This design comes from an exercise in tuning for small area on the open sky130 flow, not from production work.
Function was checked by simulation only, so behaviour that the tests miss may differ from the original.

<file path="design/flow/constraint.sdc">
create_clock -name core_clock -period 90.0 [get_ports {clock}]
set_input_delay 18.0000 -clock core_clock [delete_from_list [all_inputs] [get_ports {clock}]]
set_output_delay 18.0000 -clock core_clock [all_outputs]
set_load 0.01 [all_outputs]
</file>
<file path="design/flow/run.sh">
#!/bin/bash
# synth_recipe.tcl (not shown) runs the flow's synth.tcl, then flattens the netlist and writes it again
# the make line also repeats each setting of config.mk as NAME=value (left out here)
make -C /OpenROAD-flow-scripts/flow DESIGN_CONFIG=/design/flow/config.mk WORK_HOME=/design/flow/orfs CLKGATE_MAP_FILE= SYNTH_SCRIPT=/design/flow/synth_recipe.tcl finish
</file>
<file path="design/flow/config.mk">
export PLATFORM = sky130hd
export DESIGN_NAME = mips_cpu
export DESIGN_NICKNAME = mips_cpu
export VERILOG_FILES = /design/flow/design.v
export SDC_FILE = /design/flow/constraint.sdc
export NUM_CORES = 4
export LEC_CHECK = 0
export CAP_MARGIN = 20
export CORE_MARGIN = 2
export CORE_UTILIZATION = 40
export SLEW_MARGIN = 20
</file>
<file path="design/flow/design.v">
module fetch (clock, reset, pc_out, rw, stall, address, access_size, i_mem_enable, pc_effective, do_branch);
input wire clock;
input wire reset;
input wire stall;
input wire [31:0] pc_effective;
input wire do_branch;
output reg [31:0] pc_out;
output reg rw;
output reg [31:0] address;
output reg [1:0] access_size;
output reg i_mem_enable;
reg [31:0] pc;
parameter base_addr = 32'h80020000;
parameter word_size = 2'b00;     
always @(*)
begin
    case(stall)
        1'b0: i_mem_enable <= 1;
        1'b1: i_mem_enable <= 0;
    endcase
    access_size <= word_size;
    rw <= 1;
    address <= pc;
end
always @(posedge clock)
begin
    if (reset) begin
        pc <= base_addr;
        pc_out <= 32'h0;
    end else
    case(stall)
        1'b0: begin
            case(do_branch)
                1'b0: begin
                    pc <= pc + 32'h4;
                    pc_out <= pc;
                end
                1'b1: begin
                    pc <= pc_effective;
                    pc_out <= 32'h0;
                end
                default: begin
                    pc <= pc + 32'h4;
                    pc_out <= pc;
                end
            endcase
        end
        1'b1: begin
            case(do_branch)
                1'b0: begin
                    pc <= pc;
                    pc_out <= pc;
                end
                1'b1: begin 
                    pc <= pc_effective;
                    pc_out <= 32'h0;
                end
            endcase
        end
    endcase
end
endmodule
module regfile(clock, s1, s2, d, rs, rt, rd, rwe);
input wire clock;
input wire [4:0] s1;
input wire [4:0] s2;
input wire [4:0] d;
input wire [31:0] rd;
input wire rwe;
output [31:0] rs;
output [31:0] rt;
reg [31:0] REGFILE [31:0];
assign rs = (s1 != 0) ? ((rwe == 1 && d == s1) ? rd : REGFILE[s1]) : 0;
assign rt = (s2 != 0) ? ((rwe == 1 && d == s2) ? rd : REGFILE[s2]) : 0;
always @(posedge clock)
begin
    if (rwe == 1) begin
        REGFILE[d] <= rd;
    end
end
endmodule
module decode(clock, pc, insn, rA, rB, br, jp, aluinb, aluop, dmwe, rwe, rdst, rwd, dm_byte, dm_half, rd, d, rwe_wb);
parameter ADD           = 6'b100000; 
parameter ADDU          = 6'b100001; 
parameter SUB           = 6'b100010; 
parameter SUBU          = 6'b100011;    
parameter MULT          = 6'b011000;    
parameter MULTU         = 6'b011001;        
parameter DIV           = 6'b011010;        
parameter DIVU          = 6'b011011;        
parameter MFHI          = 6'b010000;        
parameter MFLO          = 6'b010010;        
parameter SLT           = 6'b101010; 
parameter SLTU          = 6'b101011; 
parameter SLL           = 6'b000000; 
parameter SLLV          = 6'b000100; 
parameter SRL           = 6'b000010; 
parameter SRLV          = 6'b000110; 
parameter SRA           = 6'b000011; 
parameter SRAV          = 6'b000111; 
parameter AND           = 6'b100100; 
parameter OR            = 6'b100101; 
parameter XOR           = 6'b100110; 
parameter NOR           = 6'b100111; 
parameter JALR          = 6'b001001;        
parameter JR            = 6'b001000;
parameter MUL_OP        = 6'b011100;     
parameter MUL_FUNC      = 6'b000010;     
parameter ADDI          = 6'b001000; 
parameter ADDIU         = 6'b001001; 
parameter SLTI          = 6'b001010; 
parameter SLTIU         = 6'b001011; 
parameter ANDI          = 6'b001100; 
parameter ORI           = 6'b001101; 
parameter XORI          = 6'b001110; 
parameter LW            = 6'b100011; 
parameter LH            = 6'b100001;
parameter LHU           = 6'b100101;
parameter SW            = 6'b101011; 
parameter SH            = 6'b101001;
parameter LB            = 6'b100000; 
parameter LUI           = 6'b001111; 
parameter SB            = 6'b101000; 
parameter LBU           = 6'b100100; 
parameter BEQ           = 6'b000100; 
parameter BNE           = 6'b000101; 
parameter BGTZ          = 6'b000111; 
parameter BLEZ          = 6'b000110; 
parameter BLTZ          = 6'b00000; 
parameter BGEZ          = 6'b00001; 
parameter J             = 6'b000010;
parameter JAL           = 6'b000011;
parameter NOP           = 6'b000000;
parameter RTYPE         = 6'b000000;
parameter ADD_OP        = 6'b000000;
parameter SUB_OP        = 6'b000001;
parameter MULT_OP       = 6'b000010;
parameter DIV_OP        = 6'b000011;
parameter MFHI_OP       = 6'b000100;
parameter MFLO_OP       = 6'b000101;
parameter SLT_OP        = 6'b000110;
parameter SLL_OP        = 6'b000111;
parameter SLLV_OP       = 6'b001000;
parameter SRL_OP        = 6'b001001;
parameter SRLV_OP       = 6'b001010;
parameter SRA_OP        = 6'b001011;
parameter SRAV_OP       = 6'b001100;
parameter AND_OP        = 6'b001101;
parameter OR_OP         = 6'b001110;
parameter XOR_OP        = 6'b001111;
parameter NOR_OP        = 6'b010000;
parameter JALR_OP       = 6'b010001;
parameter JR_OP         = 6'b010010;
parameter LW_OP         = 6'b010011;
parameter SW_OP         = 6'b010100;
parameter LB_OP         = 6'b010101;
parameter LUI_OP        = 6'b010110;
parameter SB_OP         = 6'b010111;
parameter LBU_OP        = 6'b011000;
parameter BEQ_OP        = 6'b011001;
parameter BNE_OP        = 6'b011010;
parameter BGTZ_OP       = 6'b011011;
parameter BLEZ_OP       = 6'b011100;
parameter BLTZ_OP       = 6'b011101;
parameter BGEZ_OP       = 6'b011110;
parameter J_OP          = 6'b011111;
parameter JAL_OP        = 6'b100000;
parameter NOP_OP        = 6'b100001;
parameter MUL_PSEUDO_OP = 6'b100010;
parameter LH_OP         = 6'b100011;
parameter SH_OP         = 6'b100100;
parameter LHU_OP        = 6'b100101;
input clock;
input wire [31:0] pc;        
input wire [31:0] insn;      
input wire [31:0] rd;        
input wire [4:0] d;          
input wire rwe_wb;
output [31:0] rA;            
output [31:0] rB;            
output reg br;               
output reg jp;               
output reg aluinb;           
output reg [5:0] aluop;      
output reg dmwe;             
output reg rwe;              
output reg rdst;             
output reg rwd;              
output reg dm_byte;          
output reg dm_half;          
reg [4:0] s1;
reg [4:0] s2;
regfile R0 (
    .clock(clock),
    .s1(s1),
    .s2(s2),
    .d(d),
    .rs(rA),
    .rt(rB),
    .rd(rd),
    .rwe(rwe_wb)
);
always @(*)
begin : DECODE
    br = 0;
    jp = 0;
    aluinb = 0;
    aluop = NOP_OP;
    rwe = 0;
    rdst = 1;
    rwd = 0;
    dmwe = 0;
    dm_byte = 0;
    dm_half = 0;
    s1 = 5'h0;
    s2 = 5'h0;
    if (insn == 32'h0) begin
        br = 0;
        jp = 0;
        aluinb = 0;
        aluop = NOP_OP;
        rwe = 0;
        rdst = 1;
        rwd = 0;
        dmwe = 0;
        dm_byte = 0;
        dm_half = 0;
        s1 = 5'h0;
        s2 = 5'h0;
    end else if (insn[31:26] == RTYPE || insn[31:26] == MUL_OP) begin
        case(insn[5:0])
            ADD: begin
                br = 0;
                jp = 0;
                aluinb = 0;
                aluop = ADD_OP;
                dmwe = 0;
                rwe = 1;
                rdst = 1;
                rwd = 0;
                dm_byte = 0;
                dm_half = 0;
                s1 = insn[25:21];   
                s2 = insn[20:16];
            end
            ADDU: begin
                br = 0;
                jp = 0;
                aluinb = 0;
                aluop = ADD_OP;
                dmwe = 0;
                rwe = 1;
                rdst = 1;
                rwd = 0;
                dm_byte = 0;
                dm_half = 0;
                s1 = insn[25:21];   
                s2 = insn[20:16];   
            end
            SUB: begin
                br = 0;
                jp = 0;
                aluinb = 0;
                aluop = SUB_OP;
                dmwe = 0;
                rwe = 1;
                rdst = 1;
                rwd = 0;
                dm_byte = 0;
                dm_half = 0;
                s1 = insn[25:21];   
                s2 = insn[20:16];   
            end
            SUBU: begin
                br = 0;
                jp = 0;
                aluinb = 0;
                aluop = SUB_OP;
                dmwe = 0;
                rwe = 1;
                rdst = 1;
                rwd = 0;
                dm_byte = 0;
                dm_half = 0;
                s1 = insn[25:21];   
                s2 = insn[20:16];   
            end
            MUL_FUNC: begin
                br = 0;
                jp = 0;
                aluinb = 0;
                aluop = MUL_PSEUDO_OP;
                dmwe = 0;
                rwe = 1;
                rdst = 1;
                rwd = 0;
                dm_byte = 0;
                dm_half = 0;
                s1 = insn[25:21];   
                s2 = insn[20:16];   
            end
            MULT: begin
                br = 0;
                jp = 0;
                aluinb = 0;
                aluop = MULT_OP;
                dmwe = 0;
                rwe = 0;
                rdst = 1'b0;
                rwd = 1'b0;
                dm_byte = 0;
                dm_half = 0;
                s1 = insn[25:21];   
                s2 = insn[20:16];   
            end
            MULTU: begin
                br = 0;
                jp = 0;
                aluinb = 0;
                aluop = MULT_OP;
                dmwe = 0;
                rwe = 0;
                rdst = 1'b0;
                rwd = 1'b0;
                dm_byte = 0;
                dm_half = 0;
                s1 = insn[25:21];   
                s2 = insn[20:16];   
            end
            DIV: begin
                br = 0;
                jp = 0;
                aluinb = 0;
                aluop = DIV_OP;
                dmwe = 0;
                rwe = 0;
                rdst = 1'b0;
                rwd = 1'b0;
                dm_byte = 0;
                dm_half = 0;
                s1 = insn[25:21];   
                s2 = insn[20:16];   
            end
            DIVU: begin
                br = 0;
                jp = 0;
                aluinb = 0;
                aluop = DIV_OP;
                dmwe = 0;
                rwe = 0;
                rdst = 1'b0;
                rwd = 1'b0;
                dm_byte = 0;
                dm_half = 0;
                s1 = insn[25:21];   
                s2 = insn[20:16];   
            end
            MFHI: begin
                br = 0;
                jp = 0;
                aluinb = 0;
                aluop = MFHI_OP;
                dmwe = 0;
                rwe = 1;
                rdst = 1;
                rwd = 0;        
                dm_byte = 0;
                dm_half = 0;
                s1 = 5'h0;   
                s2 = 5'h0;   
            end
            MFLO: begin
                br = 0;
                jp = 0;
                aluinb = 0;
                aluop = MFLO_OP;
                dmwe = 0;
                rwe = 1;
                rdst = 1;
                rwd = 0;        
                dm_byte = 0;
                dm_half = 0;
                s1 = 5'h0;   
                s2 = 5'h0;   
            end
            SLT: begin
                br = 0;
                jp = 0;
                aluinb = 0;
                aluop = SLT_OP;
                dmwe = 0;
                rwe = 1;
                rdst = 1;
                rwd = 0;
                dm_byte = 0;
                dm_half = 0;
                s1 = insn[25:21];   
                s2 = insn[20:16];   
            end
            SLTU: begin
                br = 0;
                jp = 0;
                aluinb = 0;
                aluop = SLT_OP;
                dmwe = 0;
                rwe = 1;
                rdst = 1;
                rwd = 0;
                dm_byte = 0;
                dm_half = 0;
                s1 = insn[25:21];   
                s2 = insn[20:16];   
            end
            SLL: begin
                br = 0;
                jp = 0;
                aluinb = 0;
                aluop = SLL_OP;
                dmwe = 0;
                rwe = 1;
                rdst = 1;
                rwd = 0;
                dm_byte = 0;
                dm_half = 0;
                s1 = 5'h0;      
                s2 = insn[20:16];   
            end
            SLLV: begin
                br = 0;
                jp = 0;
                aluinb = 0;
                aluop = SLLV_OP;
                dmwe = 0;
                rwe = 1;
                rdst = 1;
                rwd = 0;
                dm_byte = 0;
                dm_half = 0;
                s1 = insn[25:21];   
                s2 = insn[20:16];   
            end
            SRL: begin
                br = 0;
                jp = 0;
                aluinb = 0;
                aluop = SRL_OP;
                dmwe = 0;
                rwe = 1;
                rdst = 1;
                rwd = 0;
                dm_byte = 0;
                dm_half = 0;
                s1 = 5'h0;          
                s2 = insn[20:16];   
            end
            SRLV: begin
                br = 0;
                jp = 0;
                aluinb = 0;
                aluop = SRLV_OP;
                dmwe = 0;
                rwe = 1;
                rdst = 1;
                rwd = 0;
                dm_byte = 0;
                dm_half = 0;
                s1 = insn[25:21];   
                s2 = insn[20:16];   
            end
            SRA: begin
                br = 0;
                jp = 0;
                aluinb = 0;
                aluop = SRA_OP;
                dmwe = 0;
                rwe = 1;
                rdst = 1;
                rwd = 0;
                dm_byte = 0;
                dm_half = 0;
                s1 = 5'h0;          
                s2 = insn[20:16];   
            end
            SRAV: begin
                br = 0;
                jp = 0;
                aluinb = 0;
                aluop = SRAV_OP;
                dmwe = 0;
                rwe = 1;
                rdst = 1;
                rwd = 0;
                dm_byte = 0;
                dm_half = 0;
                s1 = insn[25:21];
                s2 = insn[20:16];
            end
            AND: begin
                br = 0;
                jp = 0;
                aluinb = 0;
                aluop = AND_OP;
                dmwe = 0;
                rwe = 1;
                rdst = 1;
                rwd = 0;
                dm_byte = 0;
                dm_half = 0;
                s1 = insn[25:21];
                s2 = insn[20:16];
            end
            OR: begin
                br = 0;
                jp = 0;
                aluinb = 0;
                aluop = OR_OP;
                dmwe = 0;
                rwe = 1;
                rdst = 1;
                rwd = 0;
                dm_byte = 0;
                dm_half = 0;
                s1 = insn[25:21];
                s2 = insn[20:16];
            end
            NOR: begin
                br = 0;
                jp = 0;
                aluinb = 0;
                aluop = NOR_OP;
                dmwe = 0;
                rwe = 1;
                rdst = 1;
                rwd = 0;
                dm_byte = 0;
                dm_half = 0;
                s1 = insn[25:21];
                s2 = insn[20:16];
            end
            JALR: begin
                br = 0;
                jp = 1;
                aluinb = 0;
                aluop = JALR_OP;
                dmwe = 0;
                rwe = 1;
                rdst = 1;
                rwd = 0;
                dm_byte = 0;
                dm_half = 0;
                s1 = insn[25:21];
                s2 = 5'h0;
            end
            JR: begin
                br = 0;
                jp = 1;
                aluinb = 0;
                aluop = JR_OP;  
                dmwe = 0;
                rwe = 0;
                rdst = 1;
                rwd = 0;
                dm_byte = 0;
                dm_half = 0;
                s1 = insn[25:21];
                s2 = 5'h0;
            end
        endcase
    end else if (insn[31:26] != RTYPE && insn[31:27] != 5'b00001 && insn[31:26] != 6'b000001) begin
        case (insn[31:26])
            ADDI: begin
                br = 0;
                jp = 0;
                aluinb = 1;
                aluop = ADD_OP;
                dmwe = 0;
                rwe = 1;
                rdst = 0;
                rwd = 0;
                dm_byte = 0;
                dm_half = 0;
                s1 = insn[25:21];
                s2 = insn[20:16];
            end
            ADDIU: begin
                br = 0;
                jp = 0;
                aluinb = 1;
                aluop = ADD_OP;
                dmwe = 0;
                rwe = 1;
                rdst = 0;
                rwd = 0;
                dm_byte = 0;
                dm_half = 0;
                s1 = insn[25:21];
                s2 = insn[20:16];
            end
            SLTI: begin
                br = 0;
                jp = 0;
                aluinb = 1;
                aluop = SLT_OP;
                dmwe = 0;
                rwe = 1;
                rdst = 0;
                rwd = 0;
                dm_byte = 0;
                dm_half = 0;
                s1 = insn[25:21];
                s2 = insn[20:16];
            end
            SLTIU: begin
                br = 0;
                jp = 0;
                aluinb = 1;
                aluop = SLT_OP;
                dmwe = 0;
                rwe = 1;
                rdst = 0;
                rwd = 0;
                dm_byte = 0;
                dm_half = 0;
                s1 = insn[25:21];
                s2 = insn[20:16];
            end
            ANDI: begin
                br = 0;
                jp = 0;
                aluinb = 1;
                aluop = AND_OP;
                dmwe = 0;
                rwe = 1;
                rdst = 0;
                rwd = 0;
                dm_byte = 0;
                dm_half = 0;
                s1 = insn[25:21];
                s2 = insn[20:16];
            end
            ORI: begin
                br = 0;
                jp = 0;
                aluinb = 1;
                aluop = OR_OP;
                dmwe = 0;
                rwe = 1;
                rdst = 0;
                rwd = 0;
                dm_byte = 0;
                dm_half = 0;
                s1 = insn[25:21];
                s2 = insn[20:16];
            end
            XORI: begin
                br = 0;
                jp = 0;
                aluinb = 1;
                aluop = XOR_OP;
                dmwe = 0;
                rwe = 1;
                rdst = 0;
                rwd = 0;
                dm_byte = 0;
                dm_half = 0;
                s1 = insn[25:21];
                s2 = insn[20:16];
            end
            LW: begin
                br = 0;
                jp = 0;
                aluinb = 1;
                aluop = LW_OP;
                dmwe = 0;
                rwe = 1;
                rdst = 0;
                rwd = 1;
                dm_byte = 0;
                dm_half = 0;
                s1 = insn[25:21];
                s2 = insn[20:16];
            end
            LH: begin
                br = 0;
                jp = 0;
                aluinb = 1;
                aluop = LH_OP;
                dmwe = 0;
                rwe = 1;
                rdst = 0;
                rwd = 1;
                dm_byte = 0;
                dm_half = 1;
                s1 = insn[25:21];
                s2 = insn[20:16];
            end
            LHU: begin
                br = 0;
                jp = 0;
                aluinb = 1;
                aluop = LH_OP;
                dmwe = 0;
                rwe = 1;
                rdst = 0;
                rwd = 1;
                dm_byte = 0;
                dm_half = 1;
                s1 = insn[25:21];
                s2 = insn[20:16];
            end
            SW: begin
                br = 0;
                jp = 0;
                aluinb = 1;
                aluop = SW_OP;
                dmwe = 1;
                rwe = 0;
                dm_byte = 0;
                dm_half = 0;
                s1 = insn[25:21];
                s2 = insn[20:16];
            end
            SH: begin
                br = 0;
                jp = 0;
                aluinb = 1;
                aluop = SH_OP;
                dmwe = 1;
                rwe = 0;
                dm_byte = 0;
                dm_half = 1;
                s1 = insn[25:21];
                s2 = insn[20:16];
            end
            LB: begin
                br = 0;
                jp = 0;
                aluinb = 1;
                aluop = LB_OP;
                dmwe = 0;
                rwe = 1;
                rdst = 0;
                rwd = 1;
                dm_byte = 1;
                dm_half = 0;
                s1 = insn[25:21];
                s2 = insn[20:16];
            end
            LUI: begin
                br = 0;
                jp = 0;
                aluinb = 1;
                aluop = LUI_OP;
                dmwe = 0;
                rwe = 1;
                rdst = 0;
                rwd = 0;
                dm_byte = 0;
                dm_half = 0;
                s1 = 5'h0;
                s2 = insn[20:16];
            end
            SB: begin
                br = 0;
                jp = 0;
                aluinb = 1;
                aluop = SB_OP;
                dmwe = 1;
                rwe = 0;
                dm_byte = 1;
                dm_half = 0;
                s1 = insn[25:21];
                s2 = insn[20:16];
            end
            LBU: begin
                br = 0;
                jp = 0;
                aluinb = 1;
                aluop = LBU_OP;
                dmwe = 0;
                rwe = 1;
                rdst = 0;
                rwd = 1;
                dm_byte = 1;
                dm_half = 0;
                s1 = insn[25:21];
                s2 = insn[20:16];
            end
            BEQ: begin
                br = 1;
                jp = 0;
                aluinb = 0;
                aluop = BEQ_OP;
                dmwe = 0;
                rwe = 0;
                dm_byte = 0;
                dm_half = 0;
                s1 = insn[25:21];
                s2 = insn[20:16];
            end
            BNE: begin
                br = 1;
                jp = 0;
                aluinb = 0;
                aluop = BNE_OP;
                dmwe = 0;
                rwe = 0;
                dm_byte = 0;
                dm_half = 0;
                s1 = insn[25:21];
                s2 = insn[20:16];
            end
            BGTZ: begin
                br = 1;
                jp = 0;
                aluinb = 0;
                aluop = BGTZ_OP;
                dmwe = 0;
                rwe = 0;
                dm_byte = 0;
                dm_half = 0;
                s1 = insn[25:21];
                s2 = 5'h0;
            end
            BLEZ: begin
                br = 1;
                jp = 0;
                aluinb = 0;
                aluop = BLEZ_OP;
                dmwe = 0;
                rwe = 0;
                dm_byte = 0;
                dm_half = 0;
                s1 = insn[25:21];
                s2 = 5'h0;
            end
        endcase
    end else if (insn[31:6] == 6'b000001) begin
        case (insn[20:16])
            BLTZ: begin
                br = 1;
                jp = 0;
                aluinb = 0;
                aluop = BLTZ_OP;
                dmwe = 0;
                rwe = 0;
                dm_byte = 0;
                dm_half = 0;
                s1 = insn[25:21];
                s2 = 5'h0;
            end
            BGEZ: begin
                br = 1;
                jp = 0;
                aluinb = 0;
                aluop = BGEZ_OP;
                dmwe = 0;
                rwe = 0;
                dm_byte = 0;
                dm_half = 0;
                s1 = insn[25:21];
                s2 = 5'h0;
            end
        endcase
    end else if (insn[31:27] == 5'b00001) begin
        case (insn[31:26])
            J: begin
                br = 0;
                jp = 1;
                aluinb = 0;
                aluop = J_OP;
                dmwe = 0;
                rwe = 0;
                dm_byte = 0;
                dm_half = 0;
            end
            JAL: begin
                br = 0;
                jp = 1;
                aluinb = 0;
                aluop = JAL_OP;
                dmwe = 0;
                rwe = 1;
                rwd = 0;
                dm_byte = 0;
                dm_half = 0;
            end
        endcase
    end
end
endmodule
module execute (clock, pc, rA, rB, insn, aluOut, rBOut, br, jp, aluinb, aluop, dmwe, rwe, rdst, rwd, dm_byte, dm_half, pc_effective, do_branch, mx_bypass, do_mx_bypass_a, wx_bypass, do_wx_bypass_a, mx_bypass_b, do_mx_bypass_b, wx_bypass_b, do_wx_bypass_b);
parameter ADD_OP        = 6'b000000;
parameter SUB_OP        = 6'b000001;
parameter MULT_OP       = 6'b000010;
parameter DIV_OP        = 6'b000011;
parameter MFHI_OP       = 6'b000100;
parameter MFLO_OP       = 6'b000101;
parameter SLT_OP        = 6'b000110;
parameter SLL_OP        = 6'b000111;
parameter SLLV_OP       = 6'b001000;
parameter SRL_OP        = 6'b001001;
parameter SRLV_OP       = 6'b001010;
parameter SRA_OP        = 6'b001011;
parameter SRAV_OP       = 6'b001100;
parameter AND_OP        = 6'b001101;
parameter OR_OP         = 6'b001110;
parameter XOR_OP        = 6'b001111;
parameter NOR_OP        = 6'b010000;
parameter JALR_OP       = 6'b010001;
parameter JR_OP         = 6'b010010;
parameter LW_OP         = 6'b010011;
parameter SW_OP         = 6'b010100;
parameter LB_OP         = 6'b010101;
parameter LUI_OP        = 6'b010110;
parameter SB_OP         = 6'b010111;
parameter LBU_OP        = 6'b011000;
parameter BEQ_OP        = 6'b011001;
parameter BNE_OP        = 6'b011010;
parameter BGTZ_OP       = 6'b011011;
parameter BLEZ_OP       = 6'b011100;
parameter BLTZ_OP       = 6'b011101;
parameter BGEZ_OP       = 6'b011110;
parameter J_OP          = 6'b011111;
parameter JAL_OP        = 6'b100000;
parameter NOP_OP        = 6'b100001;
parameter MUL_PSEUDO_OP = 6'b100010;
parameter LH_OP         = 6'b100011;
parameter SH_OP         = 6'b100100;
parameter LHU_OP        = 6'b100101;
input wire clock;
input wire [31:0] pc;
input wire [31:0] insn;
input wire [31:0] rA;
input wire [31:0] rB;
input wire [31:0] mx_bypass;
input wire do_mx_bypass_a;
input wire [31:0] wx_bypass;
input wire do_wx_bypass_a;
input wire [31:0] mx_bypass_b;
input wire do_mx_bypass_b;
input wire [31:0] wx_bypass_b;
input wire do_wx_bypass_b;
input wire br;
input wire jp;
input wire aluinb;
input wire [5:0] aluop;
input wire dmwe;
input wire rwe;
input wire rdst;
input wire rwd;
input wire dm_byte;
input wire dm_half;
output reg [31:0] aluOut;
output wire [31:0] rBOut;
output [31:0] pc_effective;
output do_branch;
reg branch_output;
reg [31:0] branch_effective_address;
reg [31:0] jump_effective_address;
reg [31:0] hi;
reg [31:0] lo;
reg [31:0] rA_REG, rB_REG;
reg [63:0] temp;
wire [25:0] imm;
assign rBOut = rB_REG;
assign pc_effective = (jp) ? jump_effective_address : (br ? branch_effective_address : 32'h0);
assign do_branch = (branch_output && br) | jp;
assign imm = insn[25:0];
always @ (posedge clock)
begin
    case(aluop)
        DIV_OP: begin
            hi <= temp[63:32];
            lo <= temp[31:0];
        end
        MULT_OP: begin
            hi <= temp[63:32];
            lo <= temp[31:0];
        end
        default: begin
            hi <= hi;
            lo <= lo;
        end
    endcase
end
always @(*)
begin : EXECUTE
    aluOut = 32'h0;
    temp = 64'h0;
    jump_effective_address = 32'h0;
    branch_effective_address = 32'h0;
    branch_output = 1'b0;
    if (do_wx_bypass_a == 1) begin
        rA_REG = wx_bypass;
    end else if (do_mx_bypass_a == 1) begin
        rA_REG = mx_bypass;
    end else begin
        rA_REG = rA;
    end
    if (do_wx_bypass_b == 1) begin
        rB_REG = wx_bypass_b;
    end else if (do_mx_bypass_b == 1) begin
        rB_REG = mx_bypass_b;
    end else begin
        rB_REG = rB;
    end
    case (aluop)
        ADD_OP: begin
            case (aluinb)
                1'b0: aluOut = rA_REG + rB_REG;
                1'b1: aluOut = rA_REG + { { 16{ imm[15] } }, imm[15:0] };
            endcase
        end
        SUB_OP: begin
            case (aluinb)
                1'b0: aluOut = rA_REG - rB_REG;
                1'b1: aluOut = rA_REG - { { 16{ imm[15] } }, imm[15:0] };
            endcase
        end
        MUL_PSEUDO_OP: begin
            temp = rA_REG * rB_REG;
            aluOut = temp[31:0];
        end
        MULT_OP: begin
            temp = rA_REG * rB_REG;
        end
        DIV_OP: begin
            temp[31:0] = (rB_REG == 32'h0) ? 32'hffffffff : rA_REG / rB_REG;
            temp[63:32] = (rB_REG == 32'h0) ? rA_REG : rA_REG % rB_REG;
        end
        MFHI_OP: begin
            aluOut = hi;
        end
        MFLO_OP: begin
            aluOut = lo;
        end
        SLT_OP: begin
            case (aluinb)
                1'b0: aluOut = (rA_REG < rB_REG) ? 32'h1 : 32'h0;
                1'b1: aluOut = (rA_REG < { { 16{ imm[15] } }, imm[15:0] }) ? 32'h1 : 32'h0;
            endcase
        end
        SLL_OP: begin
            aluOut = rB_REG << insn[10:6];
        end
        SLLV_OP: begin
            aluOut = rB_REG << rA_REG;
        end
        SRL_OP: begin
            aluOut = rB_REG >> insn[10:6];
        end
        SRLV_OP: begin
            aluOut = rB_REG >> rA_REG;
        end
        SRA_OP: begin   
            aluOut = rB_REG >>> insn[10:6];
        end
        SRAV_OP: begin  
            aluOut = rB_REG >>> rA_REG;
        end
        AND_OP: begin
            case (aluinb)
                1'b0: aluOut = rA_REG & rB_REG;
                1'b1: aluOut = rA_REG & { { 16{ 1'b0 } }, imm[15:0] };
            endcase
        end
        OR_OP: begin
            case (aluinb)
                1'b0: aluOut = rA_REG | rB_REG;
                1'b1: aluOut = rA_REG | { { 16{ 1'b0 } }, imm[15:0] };
            endcase
        end
        XOR_OP: begin
            case (aluinb)
                1'b0: aluOut = rA_REG ^ rB_REG;
                1'b1: aluOut = rA_REG ^ { { 16{ 1'b0 } }, imm[15:0] };
            endcase
        end
        NOR_OP: begin
            aluOut = ~(rA_REG | rB_REG);
        end
        J_OP: begin
            jump_effective_address = {pc[31:28], imm[25:0], 2'b00};
        end
        JAL_OP: begin
            jump_effective_address = {pc[31:28], imm[25:0], 2'b00};
            aluOut = pc + 32'h8;
        end
        JALR_OP: begin
            jump_effective_address = rA_REG;
            aluOut = pc + 32'h8;
        end
        JR_OP: begin
            jump_effective_address = rA_REG;
        end
        LW_OP: begin
            aluOut = rA_REG + { { 16{ imm[15] } }, imm[15:0] };
        end
        LH_OP: begin
            aluOut = rA_REG + { { 16{ imm[15] } }, imm[15:0] };
        end
        LB_OP: begin
            aluOut = rA_REG + { { 16{ imm[15] } }, imm[15:0] };
        end
        LUI_OP: begin
            aluOut = imm[15:0] << 16;
        end
        SW_OP: begin
            aluOut = rA_REG + { { 16{ imm[15] } }, imm[15:0] };
        end
        SH_OP: begin
            aluOut = rA_REG + { { 16{ imm[15] } }, imm[15:0] };
        end
        SB_OP: begin
            aluOut = rA_REG + { { 16{ imm[15] } }, imm[15:0] };
        end
        LBU_OP: begin
            aluOut = rA_REG + { { 16{ imm[15] } }, imm[15:0] };
        end
        BEQ_OP: begin
            if (rA_REG == rB_REG) begin
                branch_effective_address = pc + {{14{imm[15]}}, imm[15:0], 2'b00} + 32'h4;
                branch_output = 1;              
            end else begin
                branch_output = 0;
            end
        end
        BNE_OP: begin
            if (rA_REG != rB_REG) begin
                branch_effective_address = pc + {{14{imm[15]}}, imm[15:0], 2'b00} + 32'h4;
                branch_output = 1;
            end else begin
                branch_output = 0;
            end
        end
        BGTZ_OP: begin
            if (rA_REG > 32'h0) begin
                branch_effective_address = pc + {{14{imm[15]}}, imm[15:0], 2'b00} + 32'h4;
                branch_output = 1;
            end else begin
                branch_output = 0;
            end
        end
        BLEZ_OP: begin
            if (rA_REG <= 32'h0) begin
                branch_effective_address = pc + {{14{imm[15]}}, imm[15:0], 2'b00} + 32'h4;
                branch_output = 1;
            end else begin
                branch_output = 0;
            end
        end
        BLTZ_OP: begin
            if (rA_REG < 32'h0) begin
                branch_effective_address = pc + {{14{imm[15]}}, imm[15:0], 2'b00} + 32'h4;
                branch_output = 1;
            end else begin
                branch_output = 0;
            end
        end
        BGEZ_OP: begin
            if (rA_REG >= 32'h0) begin
                branch_effective_address = pc + {{14{imm[15]}}, imm[15:0], 2'b00} + 32'h4;
                branch_output = 1;
            end else begin
                branch_output = 0;
            end
        end
    endcase
end
endmodule
module writeback(o, d, dataout, insn, br, jp, aluinb, aluop, dmwe, rwe, rdst, rwd, dm_byte, dm_half, insn_to_d, rwe_wb);
parameter JAL_OP    = 6'b100000;
parameter JALR_OP   = 6'b010001;
parameter LB_OP     = 6'b010101;
parameter LBU_OP    = 6'b011000;
parameter LH_OP     = 6'b100011;
parameter SH_OP     = 6'b100100;
parameter LHU_OP    = 6'b100101;
input wire [31:0] o;  
input wire [31:0] d;  
input wire [31:0] insn;
input wire br;
input wire jp;
input wire aluinb;
input wire [5:0] aluop;
input wire dmwe;
input wire rwe;
input wire rdst;
input wire rwd;
input wire dm_byte;
input wire dm_half;
output reg [31:0] dataout;
output reg [4:0] insn_to_d;  
output reg rwe_wb;
always @(*)
begin : WRITEBACK
    case (rwd)
        1'b0: dataout <= o;  
        1'b1: dataout <= d;  
    endcase
    case (rdst)
        1'b0: insn_to_d <= insn[20:16];  
        1'b1: insn_to_d <= insn[15:11];  
    endcase
    case(aluop)
        LB_OP: dataout <= { { 24{ d[31] } }, d[31:24] };
        LBU_OP: dataout <= { { 24{ 1'b0 } }, d[31:24] };
        LH_OP: dataout <= { { 16{ d[31] } }, d[31:16] };
        LHU_OP: dataout <= { { 16{ 1'b0 } }, d[31:16] };
        JAL_OP: insn_to_d <= 5'h1F;
        JALR_OP: insn_to_d <= 5'h1F;
    endcase 
    rwe_wb <= rwe;
end
endmodule
module mips_cpu (
    input  wire        clock,
    input  wire        reset,
    output wire [31:0] imem_addr,
    output wire        imem_en,
    input  wire [31:0] imem_rdata,
    output wire [31:0] dmem_addr,
    output wire [31:0] dmem_wdata,
    output wire        dmem_we,
    output wire        dmem_byte,
    output wire        dmem_half,
    input  wire [31:0] dmem_rdata,
    output wire        wb_we,
    output wire [4:0]  wb_rd,
    output wire [31:0] wb_data
);
parameter base_addr = 32'h80020000;
parameter LW        = 6'b100011; 
parameter SW        = 6'b101011; 
parameter LB        = 6'b100000; 
parameter LUI       = 6'b001111; 
parameter SB        = 6'b101000; 
parameter LBU       = 6'b100100; 
parameter NOP_OP    = 6'b100001;
parameter MULT_OP   = 6'b000010;
parameter DIV_OP    = 6'b000011;
wire [31:0] i_address;
wire [1:0] i_access_size;
wire i_rw;
wire i_mem_enable;
wire stall;
wire [31:0] pc_FD;
reg  [31:0] i_data_out;
reg [31:0] pc_DX;
reg [31:0] IR_DX;
reg [31:0] rA_DX;
reg [31:0] rB_DX;
reg br_DX;
reg jp_DX;
reg aluinb_DX;
reg [5:0] aluop_DX;
reg dmwe_DX;
reg rwe_DX;
reg rdst_DX;
reg rwd_DX;
reg dm_byte_DX;
reg dm_half_DX;
reg [31:0] IR_XM;
reg [31:0] aluOut_XM;
reg [31:0] rBOut_XM;
reg [5:0] aluop_XM;
reg dmwe_XM;
reg rwe_XM;
reg rdst_XM;
reg rwd_XM;
reg dm_byte_XM;
reg dm_half_XM;
reg [31:0] IR_MW;
reg [31:0] o_MW;
reg br_MW;
reg jp_MW;
reg aluinb_MW;
reg [5:0] aluop_MW;
reg dmwe_MW;
reg rwe_MW;
reg rdst_MW;
reg rwd_MW;
reg dm_byte_MW;
reg dm_half_MW;
wire [31:0] rA;
wire [31:0] rB;
wire br;
wire jp;
wire aluinb;
wire [5:0] aluop;
wire dmwe;
wire rwe;
wire rdst;
wire rwd;
wire dm_byte;
wire dm_half;
wire [31:0] aluOut;
wire [31:0] rBOut;
wire [31:0] pc_effective;
wire do_branch;
reg  [31:0] d_data_out;
wire [4:0] insn_to_d;
wire [31:0] dataout;
wire rwe_wb;
wire [4:0] rd_XM, rd_MW, rd_DX;
wire do_mx_bypass_a;
wire do_wx_bypass_a;
wire do_wm_bypass;
wire do_mx_bypass_b;
wire do_wx_bypass_b;
wire do_load_use_stall;
fetch #(.base_addr(base_addr)) F0 (
    .clock(clock),
    .reset(reset),
    .pc_out(pc_FD),
    .rw(i_rw),
    .stall(stall),
    .address(i_address),
    .access_size(i_access_size),
    .i_mem_enable(i_mem_enable),
    .pc_effective(pc_effective),
    .do_branch(do_branch)
);
always @(posedge clock) begin
    if (reset)
        i_data_out <= 32'h0;
    else if (i_mem_enable) begin
        if (do_branch)
            i_data_out <= 32'h0;
        else
            i_data_out <= imem_rdata;
    end
end
assign imem_addr = i_address;
assign imem_en   = i_mem_enable;
decode D0 (
    .clock(clock),
    .pc(pc_FD),
    .insn(i_data_out),
    .rA(rA),
    .rB(rB),
    .br(br),
    .jp(jp),
    .aluinb(aluinb),
    .aluop(aluop),
    .dmwe(dmwe),
    .rwe(rwe),
    .rdst(rdst),
    .rwd(rwd),
    .dm_byte(dm_byte),
    .dm_half(dm_half),
    .rd(dataout),
    .d(insn_to_d),
    .rwe_wb(rwe_wb)
);
execute E0 (
    .clock(clock),
    .pc(pc_DX),
    .rA(rA_DX),
    .rB(rB_DX),
    .insn(IR_DX),
    .br(br_DX),
    .jp(jp_DX),
    .aluinb(aluinb_DX),
    .aluop(aluop_DX),
    .dmwe(dmwe_DX),
    .rwe(rwe_DX),
    .rdst(rdst_DX),
    .rwd(rwd_DX),
    .dm_byte(dm_byte_DX),
    .dm_half(dm_half_DX),
    .aluOut(aluOut),
    .rBOut(rBOut),
    .pc_effective(pc_effective),
    .do_branch(do_branch),
    .mx_bypass(aluOut_XM),
    .do_mx_bypass_a(do_mx_bypass_a),
    .wx_bypass(dataout),
    .do_wx_bypass_a(do_wx_bypass_a),
    .mx_bypass_b(aluOut_XM),
    .do_mx_bypass_b(do_mx_bypass_b),
    .wx_bypass_b(dataout),
    .do_wx_bypass_b(do_wx_bypass_b)
);
assign dmem_addr  = aluOut_XM;
assign dmem_wdata = do_wm_bypass ? dataout : rBOut_XM;
assign dmem_we    = dmwe_XM;
assign dmem_byte  = dm_byte_XM;
assign dmem_half  = dm_half_XM;
always @(posedge clock) begin
    if (reset)
        d_data_out <= 32'h0;
    else if (!dmwe_XM)
        d_data_out <= dmem_rdata;
end
writeback W0 (
    .o(o_MW),
    .d(d_data_out),
    .dataout(dataout),
    .insn(IR_MW),
    .br(br_MW),
    .jp(jp_MW),
    .aluinb(aluinb_MW),
    .aluop(aluop_MW),
    .dmwe(dmwe_MW),
    .rwe(rwe_MW),
    .rdst(rdst_MW),
    .rwd(rwd_MW),
    .dm_byte(dm_byte_MW),
    .dm_half(dm_half_MW),
    .insn_to_d(insn_to_d),
    .rwe_wb(rwe_wb)
);
assign wb_we   = rwe_wb;
assign wb_rd   = insn_to_d;
assign wb_data = dataout;
assign rd_DX = (rdst_DX) ? IR_DX[15:11] : IR_DX[20:16];  
assign rd_XM = (rdst_XM) ? IR_XM[15:11] : IR_XM[20:16];  
assign rd_MW = (rdst_MW) ? IR_MW[15:11] : IR_MW[20:16];  
assign do_mx_bypass_a = rwe_XM & (IR_DX[25:21] == rd_XM);       
assign do_mx_bypass_b = rwe_XM & (rdst_DX | aluop_DX == DIV_OP || aluop_DX == MULT_OP | br_DX) & (IR_DX[20:16] == rd_XM);     
assign do_wx_bypass_a = rwe_MW & (IR_DX[25:21] == rd_MW) & ~do_mx_bypass_a;     
assign do_wx_bypass_b = rwe_MW &  (rdst_DX | aluop_DX == DIV_OP || aluop_DX == MULT_OP | br_DX) & (IR_DX[20:16] == rd_MW) & ~do_mx_bypass_b;
assign do_wm_bypass = rwe_MW & dmwe_XM & (IR_XM[20:16] == rd_MW);
assign do_load_use_stall =  (IR_DX[31:26] == LW | IR_DX[31:26] == LB | IR_DX[31:26] == LBU) & ((i_data_out[25:21] == rd_DX) | ((i_data_out[20:16] == rd_DX)) & (i_data_out[31:26] != SW & i_data_out[31:26] != SB));
assign stall = do_load_use_stall;
always @(posedge clock) begin
    if (reset) begin
        pc_DX       <= 32'h0;
        IR_DX       <= 32'h0;
        rA_DX       <= 32'h0;
        rB_DX       <= 32'h0;
        br_DX       <= 1'h0;
        jp_DX       <= 1'h0;
        aluinb_DX   <= 1'h0;
        aluop_DX    <= NOP_OP;
        dmwe_DX     <= 1'h0;
        rwe_DX      <= 1'h0;
        rdst_DX     <= 1'h0;
        rwd_DX      <= 1'h0;
        dm_byte_DX  <= 1'h0;
        dm_half_DX  <= 1'h0;
        IR_XM       <= 32'h0;
        aluOut_XM   <= 32'h0;
        rBOut_XM    <= 32'h0;
        aluop_XM    <= NOP_OP;
        dmwe_XM     <= 1'h0;
        rwe_XM      <= 1'h0;
        rdst_XM     <= 1'h0;
        rwd_XM      <= 1'h0;
        dm_byte_XM  <= 1'h0;
        dm_half_XM  <= 1'h0;
        IR_MW       <= 32'h0;
        o_MW        <= 32'h0;
        br_MW       <= 1'h0;
        jp_MW       <= 1'h0;
        aluinb_MW   <= 1'h0;
        aluop_MW    <= NOP_OP;
        dmwe_MW     <= 1'h0;
        rwe_MW      <= 1'h0;
        rdst_MW     <= 1'h0;
        rwd_MW      <= 1'h0;
        dm_byte_MW  <= 1'h0;
        dm_half_MW  <= 1'h0;
    end else begin
        pc_DX       <= (stall | do_branch) ? 32'h0 : pc_FD;
        IR_DX       <= (stall | do_branch) ? 32'h0 : i_data_out;
        rA_DX       <= (stall | do_branch) ? 32'h0 : rA;
        rB_DX       <= (stall | do_branch) ? 32'h0 : rB;
        br_DX       <= (stall | do_branch) ? 1'h0 : br;
        jp_DX       <= (stall | do_branch) ? 1'h0 : jp;
        aluinb_DX   <= (stall | do_branch) ? 1'h0 : aluinb;
        aluop_DX    <= (stall | do_branch) ? NOP_OP : aluop;
        dmwe_DX     <= (stall | do_branch) ? 1'h0 : dmwe;
        rwe_DX      <= (stall | do_branch) ? 1'h0 : rwe;
        rdst_DX     <= (stall | do_branch) ? 1'h0 : rdst;
        rwd_DX      <= (stall | do_branch) ? 1'h0 : rwd;
        dm_byte_DX  <= (stall | do_branch) ? 1'h0 : dm_byte;
        dm_half_DX  <= (stall | do_branch) ? 1'h0 : dm_half;
        IR_XM       <= IR_DX;
        aluOut_XM   <= aluOut;
        rBOut_XM    <= rBOut;
        aluop_XM    <= aluop_DX;
        dmwe_XM     <= dmwe_DX;
        rwe_XM      <= rwe_DX;
        rdst_XM     <= rdst_DX;
        rwd_XM      <= rwd_DX;
        dm_byte_XM  <= dm_byte_DX;
        dm_half_XM  <= dm_half_DX;
        IR_MW       <= IR_XM;
        o_MW        <= aluOut_XM;
        br_MW       <= 1'h0;
        jp_MW       <= 1'h0;
        aluinb_MW   <= 1'h0;
        aluop_MW    <= aluop_XM;
        dmwe_MW     <= 1'h0;
        rwe_MW      <= rwe_XM;
        rdst_MW     <= rdst_XM;
        rwd_MW      <= rwd_XM;
        dm_byte_MW  <= dm_byte_XM;
        dm_half_MW  <= dm_half_XM;
    end
end
endmodule
</file>
==> qor.yml <==
status: "finished clean"
relSlewSlack: 0.0882
die_x_um: 608
reg2regPathDepth: 376
die_h_um: 608
r2r_setup_slack_ps: 5160
cp-startpoint: "rwd_MW"
worstMarginPinSlew_ps: 1360
first_pass_iters: 7
drv_cap: 0
synth_area_leaders: "edfxtp_1 (22%), fa_1 (12%), ha_1 (8.8%)"
fin_crit_sh: 0.943
yosysSeqAreaShare: 0.279
htreeDepth: 4
core_um2: 363000
portBuffers: 203
final_area_um2: 163000
hold_violations: 0
ant_nets: 0
timing.fmax_mhz: 11.8
final.min_clock_period_ps: 84840
fillers: 35700
reg2reg_to: "E0.hi[11]"
rows: 221
cp_slowest_cell: "o21ai_0"
antenna_found_initial: 114
slew_viol_final: 0
synth.distinct_cells: 119
routed_wl_mm: 784
yosysTopAreaCellShare: 0.224
grt_pass1_wl_mm: 1080
ys_top_cells_by_count: "nand2_1 (2353), nor2_1 (1923), inv_1 (1244), edfxtp_1 (1088), ha_1 (1029)"
final_util: 0.448
holdWs_ps: 402
cts_buffer_depth: 4
synth_cells: 17300
critPathKind: "flop to flop"
wl_per_cell_um: 35.3
drive_above_1_share: 0.0849
yosysMostFrequentCell: "nand2_1"
yosys_warnings: 6
worstPathArrival_ps: 85410
io_pins: 204
cts_inserted_buffers: 171
vias: 146000
fin_tns_setup_ps: 0
cp-end-kind: "flop"
dieArea_um2: 370000
required_ps: 90570
regToRegStartpoint: "rwd_MW"
placed_cell_area_um2: 156000
nets: 19200
ys.flop_type: "edfxtp_1"
grt_pass1_vias: 137000
ctsHoldBuffers: 0
dp_hpwl_mm: 557
clkSinkCount: 1496
clk-insertion-delay-late_ps: 900
drtIter0Drc: 20800
track_usage: 0.410
synth_edf_count: 1088
start_util: 0.403
endpoint: "E0.hi[11]"
yosys.area.top_type: "edfxtp_1"
grt_overflow: 0
synth.avg_cell_area_um2: 8.44
ys_ff_latch: 1496
cpMostUsedCell: "o21a_1"
skew_ps: 89.6
startpoint_type: "flop"
areaGrowthSynthToFinish_pct: 11.3
viasPerCell: 6.56
synth_area_um2: 146000
cts_tree: "yes"
synthArstFlopShare: 0
gp_congestion: 1.09
finalSetupViolations: 0
path_clk_slew_ps: 70
crit_path_max_incr_delay_ps: 570
drc: 0
synth.net_count: 19300
crit_path_max_fanout: 50
clockRootBuffer: "clkbuf_16"
hp-class: "flop to flop"
grt_max_degree: 175
## critical path: cells and delay by family (launching register included)
family                     cells  cell delay [ps]
adders and majority gates     31             9350
AOI/OAI and AO/OA            226            50420
DFF                            1              520
muxes                          8             2440
and+or+nand+nor               82            15160
buffers and inverters         29             6410
## routing by layer
metal / up-vias / track usage / part of all wire
met5: - / 0.00504 / 0.00073
met4: 44 / 0.356 / 0.10
met3: 2785 / 0.114 / 0.12
met2: 10200 / 0.597 / 0.41
met1: 71300 / 0.498 / 0.36
li1: 61400 / - / -
## kinds of logic after synthesis
| kind of cell | Yosys count | share of synthesized area |
|---|---|---|
| AND/OR/NAND/NOR | 5965 | 0.178 |
| adder cells (fa/ha/maj) | 1931 | 0.212 |
| flip-flops | 1496 | 0.279 |
| AO/OA/AOI/OAI | 4560 | 0.207 |
| XOR/XNOR | 594 | 0.0356 |
| multiplexers | 355 | 0.0257 |
| buffers and inverters | 2407 | 0.0624 |
## how the worst min path moves through the flow
stage | startpoint | end | slack (ps) | cells after the start
floorplan | aluop_XM[0] | aluop_MW[0] | 390 | 1
global placement | dmwe_DX | dmwe_XM | 420 | 1
detailed placement | aluop_XM[5] | aluop_MW[5] | 420 | 1
CTS | F0.pc_out[8] | pc_DX[8] | 410 | 1
global route | F0.pc_out[7] | pc_DX[7] | 450 | 1
finish | F0.pc_out[8] | pc_DX[8] | 400 | 1
## sequential cells by signal, indices dropped and copies added (netlist names), 32 cells and up
register / flops
F0.pc_out: 32
rB_DX: 32
i_data_out: 32
E0.lo: 32
d_data_out: 32
rBOut_XM: 32
IR_DX: 32
aluOut_XM: 32
o_MW: 32
D0.R0.REGFILE: 1024
rA_DX: 32
pc_DX: 32
F0.pc: 32
E0.hi: 32
## layout make-up
cell class / count / area (um^2) / area share
diodes: 75 / 188 / 0.00115
well taps: 4794 / 6000 / 0.0369
clock buffers: 221 / 4690 / 0.0289
multi-input cells: 13400 / 98100 / 0.603
flip-flops and latches: 1496 / 40900 / 0.251
inverters: 1277 / 4790 / 0.0295
clock inverters: 79 / 807 / 0.00496
repair buffers: 859 / 7210 / 0.0443
## cells in the final DEF, fill, tap and decap left out, drive strengths merged, types with 202 or more instances in the layout
cell type,synthesis,final
a31oi,297,297
ha,1029,1029
xor2,236,236
fa,902,902
clkbuf,947,221
nand2,2358,2358
inv,1253,1267
nor3,419,419
nand3,275,275
xnor2,358,358
o211ai,243,243
dfxtp,408,408
o21ai,943,944
buf,183,657
o21a,253,253
edfxtp,1088,1088
o22ai,397,397
nor2,1929,1929
a21oi,890,890
mux2i,251,251
o221ai,285,285
clkdlybuf4s50,0,202
## stage by stage
| stage | worst slack, ps | std cells |
|---|---|---|
| 2_1_floorplan | 7940 | 17300 |
| 3_3_place_gp | 291 | 21800 |
| 3_5_place_dp | -333 | 21800 |
| 4_1_cts | 91.9 | 22100 |
| 5_1_grt | -27.2 | 22100 |
| 6_report | 5160 | 22200 |
## timing repair
action	CTS	global route
cloned	0	1
endpoints found under the setup margin	33	34
pin swaps	0	16
setup buffers	0	42
gates resized for setup	5	129

separate check: timing with driven ports:
No port has a modelled driver above. Below, the same layout with a new extraction and two added sets of constraints. Step 1 sets driving cells, clkbuf_16 on the clock port and buf_2 on the other inputs (assumed; they add their load-dependent delay and slew). Step 2 adds t to the input delays and takes it off the output delays; t is the mean of the earliest and latest rising clock arrival at the registers after step 1. Input paths then give back, and output paths get back, about the clock's delay inside the block. Three values: ideal ports, drivers, drivers and shift; two values: the first two.
t, ns: 0.965
setup slack, ns: 5.159 / 5.159 / 5.159
latest minus earliest clock arrival (ns): 0.104 / 0.103
After both steps this run still meets setup and hold. For this run, drivers alone change the setup slack by 0.000 ns; drivers and shift together by 0.000 ns.
